This design comes from an exercise in tuning for small area on the open sky130 flow, not from production work.
RTL that was checked went through simulation tests only; none was proved equivalent to the original.

// fir
module fir (
    input  wire       clk,
    input  wire       rst_n,
    input  wire [3:0] din,
    output wire [3:0] dout
);
Size: about 280 cells after synthesis, ~110 flip-flops, roughly 10 I/O pins, roughly 5800 um^2 of cells after synthesis.
export LEC_CHECK = 0
export CAP_MARGIN = 0
export CORE_MARGIN = 2
export CORE_UTILIZATION = 65
export GPL_TIMING_DRIVEN = 0
export SLEW_MARGIN = 0
export SYNTH_HIERARCHICAL = 1
export SYNTH_MINIMUM_KEEP_SIZE = 0
create_clock -name core_clock -period 10.0 [get_ports {clk}]
standard.sh (not shown) runs the stock make flow with config.mk's settings and CLKGATE_MAP_FILE= SYNTH_SCRIPT=/design/flow/synth_recipe.tcl, a recipe that flattens the netlist after the stock synthesis.
==> flow/flow/run.sh <==
#!/bin/bash
# Own layout flow: the standard ORFS flow (standard.sh) with smaller port buffers
# and no CTS dummy loads. Everything else, including synthesis, is the standard flow.
set -euo pipefail
bash standard.sh \
  BUFFER_PORTS_ARGS="-buffer_cell sky130_fd_sc_hd__buf_1" \
  CTS_ARGS="-sink_clustering_enable -repair_clock_nets -buf_list sky130_fd_sc_hd__clkbuf_8 -dont_use_dummy_load" \
  finish > standard_flow.log 2>&1
Rerun with:
--- a/flow/design.v
+++ b/flow/design.v
@@ -287,15 +287,15 @@
 assign c317 = s245 & c315;
 assign c319 = c317 & s272;
 fa us320 (.a(s282), .b(c319), .c(s290), .s(s320), .co(c321));
 fa us322 (.a(s296), .b(s300), .c(c321), .s(s322), .co(c323));
 fa us324 (.a(c301), .b(s304), .c(c323), .s(s324), .co(c325));
 fa us326 (.a(c303), .b(c305), .c(c325), .s(s326), .co(c327));
 wire [4:0] q = {c327, s326, s324, s322, s320};
-assign dout_nx = {q[4], ({3{q[4]}} & {3{q[3]}}) | ({3{q[4]}} & q[2:0]) | ({3{q[3]}} & q[2:0])};
+assign dout_nx = q[4] ? {1'b1, {3{q[3]}} | q[2:0]} : {1'b0, {3{q[3]}} & q[2:0]};
 assign dout = dout_r;
 endmodule
 module fa (input wire a, input wire b, input wire c, output wire s, output wire co);
 assign s = a ^ b ^ c;
 assign co = (a & b) | (a & c) | (b & c);
 endmodule
 module ha (input wire a, input wire b, output wire s, output wire co);
Effect: The new run went through all stages and came out clean; wire length is lower by 0.62%; worst setup slack is worse by 0.0032 ns; synthesized area is unchanged; final area is unchanged; utilization stays the same.
For the second run of this note, only the layout was checked, not whether the RTL still works.

* * *

fir, a different RTL version from the one above (not shown whole).
For scale: roughly 110 flip-flops, about 10 I/O pins, roughly 5900 um2 of cells after synthesis.
// fir
module fir (
    input  wire       clk,
    input  wire       rst_n,
    input  wire [3:0] din,
    output wire [3:0] dout
);
clock: 10.0 ns
lec_check: 0
cap_margin: 0
core_margin: 2
core_utilization: 65
cts_buf_list: sky130_fd_sc_hd__clkbuf_8
gpl_timing_driven: 0
slew_margin: 0
synth_hierarchical: 1
synth_minimum_keep_size: 0
run.sh (not shown) runs the stock make flow with config.mk's settings and CLKGATE_MAP_FILE= SYNTH_SCRIPT=/design/flow/synth_recipe.tcl, a recipe that flattens the netlist after the stock synthesis.
Stock flow here: none of the scripts above is used.
Change:
--- a/flow/design.v
+++ b/flow/design.v
@@ -110,19 +110,18 @@
 wire s140, s143, s145, s147, s149, s15, s151, s153, s155, s157, s159, s161;
 wire s163, s165, s167, s169, s17, s171, s173, s175, s177, s180, s182, s184;
 wire s186, s188, s19, s190, s192, s194, s196, s198, s200, s202, s204, s206;
 wire s208, s21, s210, s212, s215, s217, s219, s221, s223, s225, s227, s229;
 wire s23, s231, s233, s235, s237, s239, s243, s245, s247, s249, s25, s251;
 wire s253, s255, s257, s259, s261, s263, s265, s267, s269, s27, s272, s274;
 wire s276, s278, s280, s282, s284, s286, s29, s290, s292, s294, s296, s3;
-wire s300, s302, s304, s306, s308, s31, s310, s312, s314, s316, s318, s320;
-wire s322, s324, s326, s33, s35, s37, s39, s41, s43, s45, s47, s49;
-wire s5, s51, s53, s55, s57, s59, s61, s63, s65, s67, s69, s7;
-wire s71, s74, s76, s78, s80, s82, s84, s86, s89, s9, s91, s93;
-wire s95, s97, s99;
+wire s300, s302, s304, s31, s320, s322, s324, s326, s33, s35, s37, s39;
+wire s41, s43, s45, s47, s49, s5, s51, s53, s55, s57, s59, s61;
+wire s63, s65, s67, s69, s7, s71, s76, s78, s80, s82, s84, s86;
+wire s89, s9, s91, s93, s95, s97, s99;
 ha us1 (.a(sr2[0]), .b(sr22[0]), .s(s1), .co(c2));
 fa us3 (.a(sr2[1]), .b(sr22[1]), .c(c2), .s(s3), .co(c4));
 fa us5 (.a(sr2[2]), .b(sr22[2]), .c(c4), .s(s5), .co(c6));
 fa us7 (.a(sr2[3]), .b(sr22[3]), .c(c6), .s(s7), .co(c8));
 ha us9 (.a(sr6[0]), .b(sr18[0]), .s(s9), .co(c10));
 fa us11 (.a(sr6[1]), .b(sr18[1]), .c(c10), .s(s11), .co(c12));
 fa us13 (.a(sr6[2]), .b(sr18[2]), .c(c12), .s(s13), .co(c14));
@@ -152,15 +151,14 @@
 fa us61 (.a(sr12[2]), .b(s53), .c(c60), .s(s61), .co(c62));
 fa us63 (.a(sr12[3]), .b(s55), .c(c62), .s(s63), .co(c64));
 ha us65 (.a(c56), .b(c64), .s(s65), .co(c66));
 fa us67 (.a(sr3[0]), .b(sr21[0]), .c(s25), .s(s67), .co(c68));
 fa us69 (.a(sr25[0]), .b(s9), .c(s41), .s(s69), .co(c70));
 fa us71 (.a(s49), .b(s69), .c(din[0]), .s(s71), .co(c72));
 assign n73 = ~s71;
-assign s74 = ~(s67 ^ n73);
 assign c75 = s67 | n73;
 fa us76 (.a(sr3[1]), .b(sr21[1]), .c(s1), .s(s76), .co(c77));
 fa us78 (.a(s17), .b(s27), .c(c68), .s(s78), .co(c79));
 fa us80 (.a(s76), .b(s78), .c(c75), .s(s80), .co(c81));
 fa us82 (.a(sr25[1]), .b(s11), .c(s43), .s(s82), .co(c83));
 fa us84 (.a(s51), .b(c70), .c(s82), .s(s84), .co(c85));
 fa us86 (.a(din[1]), .b(s84), .c(c72), .s(s86), .co(c87));
@@ -277,21 +275,21 @@
 fa us294 (.a(s292), .b(c277), .c(c279), .s(s294), .co(c295));
 fa us296 (.a(s294), .b(c281), .c(c283), .s(s296), .co(c297));
 assign n298 = ~c285;
 assign n299 = ~c287;
 fa us300 (.a(n298), .b(n299), .c(c291), .s(s300), .co(c301));
 fa us302 (.a(sr12[3]), .b(c48), .c(c293), .s(s302), .co(c303));
 fa us304 (.a(s302), .b(c295), .c(c297), .s(s304), .co(c305));
-ha us306 (.a(n88), .b(s80), .s(s306), .co(c307));
-fa us308 (.a(n109), .b(c307), .c(s97), .s(s308), .co(c309));
-fa us310 (.a(n142), .b(s124), .c(c309), .s(s310), .co(c311));
-fa us312 (.a(n179), .b(s159), .c(c311), .s(s312), .co(c313));
-fa us314 (.a(n214), .b(s196), .c(c313), .s(s314), .co(c315));
-ha us316 (.a(s245), .b(c315), .s(s316), .co(c317));
-ha us318 (.a(c317), .b(s272), .s(s318), .co(c319));
+assign c307 = n88 & s80;
+assign c309 = (n109 & c307) | (n109 & s97) | (c307 & s97);
+assign c311 = (n142 & s124) | (n142 & c309) | (s124 & c309);
+assign c313 = (n179 & s159) | (n179 & c311) | (s159 & c311);
+assign c315 = (n214 & s196) | (n214 & c313) | (s196 & c313);
+assign c317 = s245 & c315;
+assign c319 = c317 & s272;
 fa us320 (.a(s282), .b(c319), .c(s290), .s(s320), .co(c321));
 fa us322 (.a(s296), .b(s300), .c(c321), .s(s322), .co(c323));
 fa us324 (.a(c301), .b(s304), .c(c323), .s(s324), .co(c325));
 fa us326 (.a(c303), .b(c305), .c(c325), .s(s326), .co(c327));
 wire [4:0] q = {c327, s326, s324, s322, s320};
 assign dout_nx = q[4] ? {1'b1, {3{q[3]}} | q[2:0]} : {1'b0, {3{q[3]}} & q[2:0]};
 assign dout = dout_r;
After rerunning: Maximum frequency hardly moves. Area after synthesis went down by 1.0%. Final cell count barely changes. Utilization went down by 0.30 points. Setup slack stays flat. Wire length went down by 0.64%. Count of clock-buffer cells in the layout does not change. Sequential cell count stays the same. Via count went up by 0.66%.
Function was not checked in any run of this note: the RTL went through the layout flow alone.

[what the ideal ports hide]
Ports are ideal in the flow. The routed layouts listed here were re-timed in OpenROAD.
Step 1, drivers: a clkbuf_16 drives clk and a buf_2 each remaining input, both assumed.
Step 2 times the ports against the registers' clock, not the clock port: input delays grow and output delays shrink by t, the midpoint of the rising clock arrivals with the driver on.
Three values: ideal ports, drivers, drivers and shift; two values: the first two.
run	shift t [ns]	setup slack, ns	hold WS [ns]
the first run of note 1	0.391	1.592 / 1.592 / 1.530	0.340 / 0.340 / 0.340
the second run of note 1	0.382	1.589 / 1.589 / 1.484	0.340 / 0.340 / 0.340
the first run of note 2	0.395	1.485 / 1.495 / 1.100	0.358 / 0.358 / 0.358
the second run of note 2	0.402	1.484 / 1.492 / 1.090	0.358 / 0.358 / 0.358
After both steps setup and hold are still met in every run listed. For the second run of note 2, which loses most, drivers alone change the setup slack by +0.008 ns; drivers and shift together by -0.394 ns.
